This is an optimization exercise on Yosys and OpenROAD, whose aim is small area, not a production implementation. Only simulation tests tie the RTL to the original design; equivalence was not proved. No driver is modelled on the clock port, so clock power and skew are understated where the tree is cut down; a real chip needs a root buffer or a tree. Power figures rest on the tool's default switching activity, not on a simulated workload.

## display_top
module display_top (
	input         clk,     
	input         rst_n,   
	input  [63:0] grid,
	output        hsync,
	output        vsync,
	output [3:0]  red,
	output [3:0]  green,
	output [3:0]  blue
);
Size: about 250 cells after synthesis, about 80 I/O pins, ~1700 µm² of cells after synthesis.
==> flow/config.mk <==
export PLATFORM = sky130hd
export DESIGN_NAME = display_top
export DESIGN_NICKNAME = display_top
export VERILOG_FILES = /design/flow/design.v
export SDC_FILE = /design/flow/constraint.sdc
export NUM_CORES = 4
export LEC_CHECK = 0
export CAP_MARGIN = 20
export CORE_MARGIN = 2
export CORE_UTILIZATION = 40
export SLEW_MARGIN = 20
==> flow/constraint.sdc <==
create_clock -name core_clock -period 39.7 [get_ports {clk}]
set_input_delay 7.9400 -clock core_clock [delete_from_list [all_inputs] [get_ports {clk}]]
set_output_delay 7.9400 -clock core_clock [all_outputs]
set_load 0.01 [all_outputs]
standard.sh (not shown) runs the stock make flow with config.mk's settings and CLKGATE_MAP_FILE= SYNTH_SCRIPT=/design/flow/synth_recipe.tcl, a recipe that flattens the netlist after the stock synthesis.
==> flow/flow/run.sh <==
#!/bin/bash
# Own layout flow: the standard synthesis, its combinational logic re-mapped
# for area (flip-flops untouched), then the standard ORFS layout with the
# port buffers made of the smallest buffer cell.
set -euo pipefail
WORK=$PWD
FLOWDIR=$WORK/flow
R=$WORK/orfs/results/$FLOW_PLATFORM/display_top/base

bash standard.sh synth > $WORK/std_synth.log 2>&1

cp $R/1_2_yosys.v $WORK/std_netlist.v
LIB=$FLOW_HOME/platforms/sky130hd/lib/sky130_fd_sc_hd__tt_025C_1v80.lib
DU=$(cat $FLOWDIR/dont_use.txt)
# deepsyn is randomised: run it with a few seeds and keep the smallest netlist
for S in 1 2 3 4; do
  sed "s/@SEED@/$S/" $FLOWDIR/resynth.abc > $WORK/resynth_$S.abc
  LIB_FILE=$LIB STD_NETLIST=$WORK/std_netlist.v OUT_NETLIST=$WORK/resynth_netlist_$S.v \
    ABC_SCRIPT=$WORK/resynth_$S.abc DONT_USE_ARGS="$DU" RESYNTH_STAT=$WORK/resynth_stat_$S.txt \
    yosys -c $FLOWDIR/resynth.tcl > $WORK/resynth_$S.log 2>&1 &
done
wait
BEST=$(for S in 1 2 3 4; do echo "$(awk '/Chip area/{print $NF}' $WORK/resynth_stat_$S.txt) $S"; done | sort -g | head -1 | cut -d' ' -f2)
echo "best seed $BEST" > $WORK/resynth_choice.txt
cp $WORK/resynth_netlist_$BEST.v $WORK/resynth_netlist.v
cp $WORK/resynth_netlist.v $R/1_2_yosys.v
rm -f $R/1_synth.odb $R/1_synth.sdc

bash standard.sh "BUFFER_PORTS_ARGS=-buffer_cell sky130_fd_sc_hd__buf_1" \
  "CTS_ARGS=-repair_clock_nets -dont_use_dummy_load -buf_list sky130_fd_sc_hd__clkbuf_8 -root_buf sky130_fd_sc_hd__clkbuf_8" \
  finish > $WORK/std_layout.log 2>&1
==> flow/flow/resynth.abc <==
strash
&get -n
&deepsyn -T 60 -S @SEED@
&put
&get -n
&dch -f
&nf -R 1000
&put
==> flow/flow/resynth.tcl <==
# Re-maps the combinational logic of the standard synthesis netlist for area.
# The flip-flops stay as they are (same instances, names and cells).
set lib $::env(LIB_FILE)
yosys read_liberty -ignore_miss_func $lib
yosys read_verilog $::env(STD_NETLIST)
yosys hierarchy -top $::env(FLOW_TOP)
foreach ff {dfxtp_1 dfxtp_2 dfxtp_4} {
  yosys setattr -mod -set keep_hierarchy 1 sky130_fd_sc_hd__$ff
}
yosys flatten
yosys opt_clean -purge
yosys select $::env(FLOW_TOP)
yosys abc -liberty $lib {*}$::env(DONT_USE_ARGS) -script $::env(ABC_SCRIPT)
yosys opt_clean -purge
yosys hilomap -singleton -hicell sky130_fd_sc_hd__conb_1 HI -locell sky130_fd_sc_hd__conb_1 LO
yosys insbuf -buf sky130_fd_sc_hd__buf_1 A X
yosys select -clear
yosys tee -o $::env(RESYNTH_STAT) stat -liberty $lib $::env(FLOW_TOP)
yosys select $::env(FLOW_TOP)
yosys write_verilog -noattr -selected $::env(OUT_NETLIST)
Other scripts of this flow, unchanged in this note and not shown: flow/flow/dont_use.txt
Change:
--- a/flow/flow/run.sh
+++ b/flow/flow/run.sh
@@ -21,5 +21,6 @@
 done
 wait
-BEST=$(for S in 1 2 3 4; do echo "$(awk '/Chip area/{print $NF}' $WORK/resynth_stat_$S.txt) $S"; done | sort -g | head -1 | cut -d' ' -f2)
+BEST=$(for S in 1 2 3 4; do A=$(awk '/Chip area/{print $NF}' $WORK/resynth_stat_$S.txt 2>/dev/null || true); [ -n "$A" ] && [ -s $WORK/resynth_netlist_$S.v ] && echo "$A $S"; done | sort -g | head -1 | cut -d" " -f2 || true)
+if [ -z "$BEST" ]; then echo "resynthesis failed" >&2; exit 1; fi
 echo "best seed $BEST" > $WORK/resynth_choice.txt
 cp $WORK/resynth_netlist_$BEST.v $WORK/resynth_netlist.v
@@ -27,5 +28,7 @@
 rm -f $R/1_synth.odb $R/1_synth.sdc
 
-bash standard.sh "BUFFER_PORTS_ARGS=-buffer_cell sky130_fd_sc_hd__buf_1" \
-  "CTS_ARGS=-repair_clock_nets -dont_use_dummy_load -buf_list sky130_fd_sc_hd__clkbuf_8 -root_buf sky130_fd_sc_hd__clkbuf_8" \
-  finish > $WORK/std_layout.log 2>&1
+ARGS=("BUFFER_PORTS_ARGS=-buffer_cell sky130_fd_sc_hd__buf_1"
+  "CTS_ARGS=-repair_clock_nets -dont_use_dummy_load -buf_list sky130_fd_sc_hd__clkbuf_8 -root_buf sky130_fd_sc_hd__clkbuf_8")
+bash standard.sh "${ARGS[@]}" cts > $WORK/std_place_cts.log 2>&1
+CTS_ODB=$R/4_cts.odb CLK_PORT=clk openroad -no_init -exit $FLOWDIR/cts_trim.tcl > $WORK/cts_trim.log 2>&1
+bash standard.sh "${ARGS[@]}" finish > $WORK/std_layout.log 2>&1
==> flow/flow/cts_trim.tcl (new file) <==
read_db $::env(CTS_ODB)
set block [ord::get_db_block]
set clk [$block findNet $::env(CLK_PORT)]
set roots {}
foreach it [$clk getITerms] {
  if {[$it isInputSignal]} { lappend roots [$it getInst] }
}
if {[llength $roots] != 1} {
  puts "cts_trim: clock port drives [llength $roots] cells, nothing to do"
  exit 0
}
set root [lindex $roots 0]
set out ""
foreach it [$root getITerms] {
  if {[$it isOutputSignal]} { set out [$it getNet] }
}
set loads {}
foreach it [$out getITerms] {
  if {[$it isInputSignal]} { lappend loads $it }
}
set ok 1
foreach it $loads {
  set m [[$it getInst] getMaster]
  if {![string match "*clkbuf*" [$m getName]]} { set ok 0 }
}
if {!$ok || [llength $loads] > 4} {
  puts "cts_trim: root drives [llength $loads] pins, not only a few clock buffers; nothing to do"
  exit 0
}
puts "cts_trim: removing [$root getName] ([[$root getMaster] getName]), clock port now drives [llength $loads] buffers"
foreach it $loads {
  $it disconnect
  $it connect $clk
}
odb::dbInst_destroy $root
odb::dbNet_destroy $out
write_db $::env(CTS_ODB)
==> flow/flow/resynth.abc (replaced) <==
strash
&get -n
&deepsyn -T 150 -S @SEED@
&put
&get -n
&dch -f
&nf -R 1000
&put
=> The changed run went through all stages and came out clean. Clock power came out lower by a quarter to a third. Total power came out lower by a few percent. Fmax came out lower slightly. Die area stays the same. Register-to-register slack gets worse by 20 ps. Global-route usage came out lower by 0.31 points. Sequential power hardly moves. Setup slack gets worse by 140 ps. Clock-buffer cell count came out lower by 1.
Change:
--- a/flow/flow/run.sh
+++ b/flow/flow/run.sh
@@ -28,7 +28,5 @@
 rm -f $R/1_synth.odb $R/1_synth.sdc
 
-ARGS=("BUFFER_PORTS_ARGS=-buffer_cell sky130_fd_sc_hd__buf_1"
-  "CTS_ARGS=-repair_clock_nets -dont_use_dummy_load -buf_list sky130_fd_sc_hd__clkbuf_8 -root_buf sky130_fd_sc_hd__clkbuf_8")
-bash standard.sh "${ARGS[@]}" cts > $WORK/std_place_cts.log 2>&1
-CTS_ODB=$R/4_cts.odb CLK_PORT=clk openroad -no_init -exit $FLOWDIR/cts_trim.tcl > $WORK/cts_trim.log 2>&1
-bash standard.sh "${ARGS[@]}" finish > $WORK/std_layout.log 2>&1
+bash standard.sh "BUFFER_PORTS_ARGS=-buffer_cell sky130_fd_sc_hd__buf_1" \
+  "CTS_ARGS=-repair_clock_nets -dont_use_dummy_load -buf_list sky130_fd_sc_hd__clkbuf_8 -root_buf sky130_fd_sc_hd__clkbuf_8" \
+  finish > $WORK/std_layout.log 2>&1
removed: flow/flow/cts_trim.tcl
=> Worst setup slack is better by 140 ps. Register-to-register slack is better by 20 ps. Core utilization came out higher by 0.34 points. Area after synthesis stays the same. Non-clock buffer count is unchanged. Synthesized cell count is unchanged. Hold slack hardly moves. Clock skew stays flat.
Change:
--- a/flow/flow/run.sh
+++ b/flow/flow/run.sh
@@ -13,7 +13,8 @@
 LIB=$FLOW_HOME/platforms/sky130hd/lib/sky130_fd_sc_hd__tt_025C_1v80.lib
 DU=$(cat $FLOWDIR/dont_use.txt)
-# deepsyn is randomised: run it with a few seeds and keep the smallest netlist
+# deepsyn is randomised: run a few rounds of it and mapping with a few seeds,
+# and keep the smallest netlist
 for S in 1 2 3 4; do
-  sed "s/@SEED@/$S/" $FLOWDIR/resynth.abc > $WORK/resynth_$S.abc
+  for K in 1 2 3 4 5 6 7; do sed "s/@SEED@/$((S * 10 + K))/" $FLOWDIR/resynth_round.abc; done > $WORK/resynth_$S.abc
   LIB_FILE=$LIB STD_NETLIST=$WORK/std_netlist.v OUT_NETLIST=$WORK/resynth_netlist_$S.v \
     ABC_SCRIPT=$WORK/resynth_$S.abc DONT_USE_ARGS="$DU" RESYNTH_STAT=$WORK/resynth_stat_$S.txt \
@@ -28,5 +29,7 @@
 rm -f $R/1_synth.odb $R/1_synth.sdc
 
-bash standard.sh "BUFFER_PORTS_ARGS=-buffer_cell sky130_fd_sc_hd__buf_1" \
-  "CTS_ARGS=-repair_clock_nets -dont_use_dummy_load -buf_list sky130_fd_sc_hd__clkbuf_8 -root_buf sky130_fd_sc_hd__clkbuf_8" \
-  finish > $WORK/std_layout.log 2>&1
+ARGS=("BUFFER_PORTS_ARGS=-buffer_cell sky130_fd_sc_hd__buf_1"
+  "CTS_ARGS=-repair_clock_nets -dont_use_dummy_load -buf_list sky130_fd_sc_hd__clkbuf_8 -root_buf sky130_fd_sc_hd__clkbuf_8")
+bash standard.sh "${ARGS[@]}" cts > $WORK/std_place_cts.log 2>&1
+CTS_ODB=$R/4_cts.odb CLK_PORT=clk openroad -no_init -exit $FLOWDIR/cts_trim.tcl > $WORK/cts_trim.log 2>&1
+bash standard.sh "${ARGS[@]}" finish > $WORK/std_layout.log 2>&1
==> flow/flow/cts_trim.tcl (new file) <==
read_db $::env(CTS_ODB)
set block [ord::get_db_block]
set clk [$block findNet $::env(CLK_PORT)]
set roots {}
foreach it [$clk getITerms] {
  if {[$it isInputSignal]} { lappend roots [$it getInst] }
}
if {[llength $roots] != 1} {
  puts "cts_trim: clock port drives [llength $roots] cells, nothing to do"
  exit 0
}
set root [lindex $roots 0]
set out ""
foreach it [$root getITerms] {
  if {[$it isOutputSignal]} { set out [$it getNet] }
}
set loads {}
foreach it [$out getITerms] {
  if {[$it isInputSignal]} { lappend loads $it }
}
set ok 1
foreach it $loads {
  set m [[$it getInst] getMaster]
  if {![string match "*clkbuf*" [$m getName]]} { set ok 0 }
}
if {!$ok || [llength $loads] > 4} {
  puts "cts_trim: root drives [llength $loads] pins, not only a few clock buffers; nothing to do"
  exit 0
}
puts "cts_trim: removing [$root getName] ([[$root getMaster] getName]), clock port now drives [llength $loads] buffers"
foreach it $loads {
  $it disconnect
  $it connect $clk
}
odb::dbInst_destroy $root
odb::dbNet_destroy $out
write_db $::env(CTS_ODB)
==> flow/flow/resynth_round.abc (new file) <==
strash
&get -n
&deepsyn -T 20 -S @SEED@
&put
&get -n
&dch -f
&nf -R 1000
&put
removed: flow/flow/resynth.abc
What happened:
- die area fell by a few percent
- sequential power fell by a few percent
- total power fell by a little under a tenth
- final area fell by a few percent
- hold slack hardly moves
- register-to-register slack got worse by 150 ps
- setup slack improved by 410 ps
- utilization fell by 0.36 points
- wire length rose by a few percent
- final cell count fell by a few percent
- non-clock buffer count rose by 1
Change:
==> flow/flow/run.sh (replaced) <==
#!/bin/bash
# Own layout flow: the standard synthesis, its combinational logic re-mapped
# for area (flip-flops untouched), then the standard ORFS layout with the
# port buffers made of the smallest buffer cell.
set -euo pipefail
WORK=$PWD
FLOWDIR=$WORK/flow
R=$WORK/orfs/results/$FLOW_PLATFORM/display_top/base

bash standard.sh synth > $WORK/std_synth.log 2>&1

cp $R/1_2_yosys.v $WORK/std_netlist.v
LIB=$FLOW_HOME/platforms/sky130hd/lib/sky130_fd_sc_hd__tt_025C_1v80.lib
DU=$(cat $FLOWDIR/dont_use.txt)
# deepsyn is randomised: in each of a few stages, run rounds of it and
# mapping with eight seeds (four at a time) from the best netlist so far,
# and keep the smallest netlist found
NSTAGE=4
NSEED=8
cp $WORK/std_netlist.v $WORK/resynth_in_0.v
BESTA=1e12
for T in $(seq 1 $NSTAGE); do
  for S in $(seq 1 $NSEED); do
    while [ $(jobs -rp | wc -l) -ge 4 ]; do sleep 1; done
    for K in 1 2 3 4; do sed "s/@SEED@/$((T * 100 + S * 10 + K))/" $FLOWDIR/resynth_round.abc; done > $WORK/resynth_${T}_$S.abc
    LIB_FILE=$LIB STD_NETLIST=$WORK/resynth_in_$((T - 1)).v OUT_NETLIST=$WORK/resynth_netlist_${T}_$S.v \
      ABC_SCRIPT=$WORK/resynth_${T}_$S.abc DONT_USE_ARGS="$DU" RESYNTH_STAT=$WORK/resynth_stat_${T}_$S.txt \
      yosys -c $FLOWDIR/resynth.tcl > $WORK/resynth_${T}_$S.log 2>&1 &
  done
  wait
  cp $WORK/resynth_in_$((T - 1)).v $WORK/resynth_in_$T.v
  for S in $(seq 1 $NSEED); do
    A=$(awk '/Chip area/{print $NF}' $WORK/resynth_stat_${T}_$S.txt 2>/dev/null || true)
    if [ -n "$A" ] && [ -s $WORK/resynth_netlist_${T}_$S.v ] && awk -v a="$A" -v b="$BESTA" 'BEGIN{exit !(a < b)}'; then
      BESTA=$A
      cp $WORK/resynth_netlist_${T}_$S.v $WORK/resynth_in_$T.v
      echo "stage $T: seed $S, area $A" >> $WORK/resynth_choice.txt
    fi
  done
done
if [ "$BESTA" = 1e12 ]; then echo "resynthesis failed" >&2; exit 1; fi
cp $WORK/resynth_in_$NSTAGE.v $WORK/resynth_netlist.v
cp $WORK/resynth_netlist.v $R/1_2_yosys.v
rm -f $R/1_synth.odb $R/1_synth.sdc

ARGS=("BUFFER_PORTS_ARGS=-buffer_cell sky130_fd_sc_hd__buf_1"
  "CTS_ARGS=-repair_clock_nets -dont_use_dummy_load -buf_list sky130_fd_sc_hd__clkbuf_8 -root_buf sky130_fd_sc_hd__clkbuf_8")
bash standard.sh "${ARGS[@]}" cts > $WORK/std_place_cts.log 2>&1
CTS_ODB=$R/4_cts.odb CLK_PORT=clk openroad -no_init -exit $FLOWDIR/cts_trim.tcl > $WORK/cts_trim.log 2>&1
bash standard.sh "${ARGS[@]}" finish > $WORK/std_layout.log 2>&1
==> flow/flow/resynth_round.abc (replaced) <==
strash
&get -n
&deepsyn -T 15 -S @SEED@
&put
&get -n
&dch -f
&nf -R 1000
&put
After rerunning:
- The new run ran to the end with no violations
- count of clock-buffer cells in the layout stays the same
- via count increases by 2.1%
- wire length increases by 0.39%
- cell area decreases by 0.56%
- final cell count hardly moves
- clock skew barely changes
- die area barely changes
- worst setup slack improves by 510 ps
- power decreases by 0.34%

[static timing again, ports no longer ideal]
Ports are ideal in the flow. The routed layouts listed here were re-timed in OpenROAD. Step 1 assumes that a clkbuf_16 drives the clock port and a buf_2 every other input. Step 2 times the ports against the registers' clock, not the clock port: input delays grow and output delays shrink by t, the midpoint of the rising clock arrivals with the driver on. a / b / c = ideal / step 1 / step 2; a / b = the first two.
run	t (ns)	setup WS [ns]	clock arrival spread, ns	worst register clock-pin slew, ns	cell pins on the clock port's net
the first run	0.278	28.367 / 28.367 / 28.090	0.007 / 0.007	0.08 / 0.08	1
the second run	0.167	28.225 / 28.234 / 28.067	0.006 / 0.006	0.08 / 0.08	2
the third run	0.278	28.367 / 28.367 / 28.090	0.007 / 0.007	0.08 / 0.08	1
the fourth run	0.171	28.780 / 28.788 / 28.616	0.007 / 0.007	0.08 / 0.08	2
the fifth run	0.172	29.289 / 29.299 / 29.127	0.008 / 0.008	0.08 / 0.08	2
After both steps every run listed still meets setup and hold.
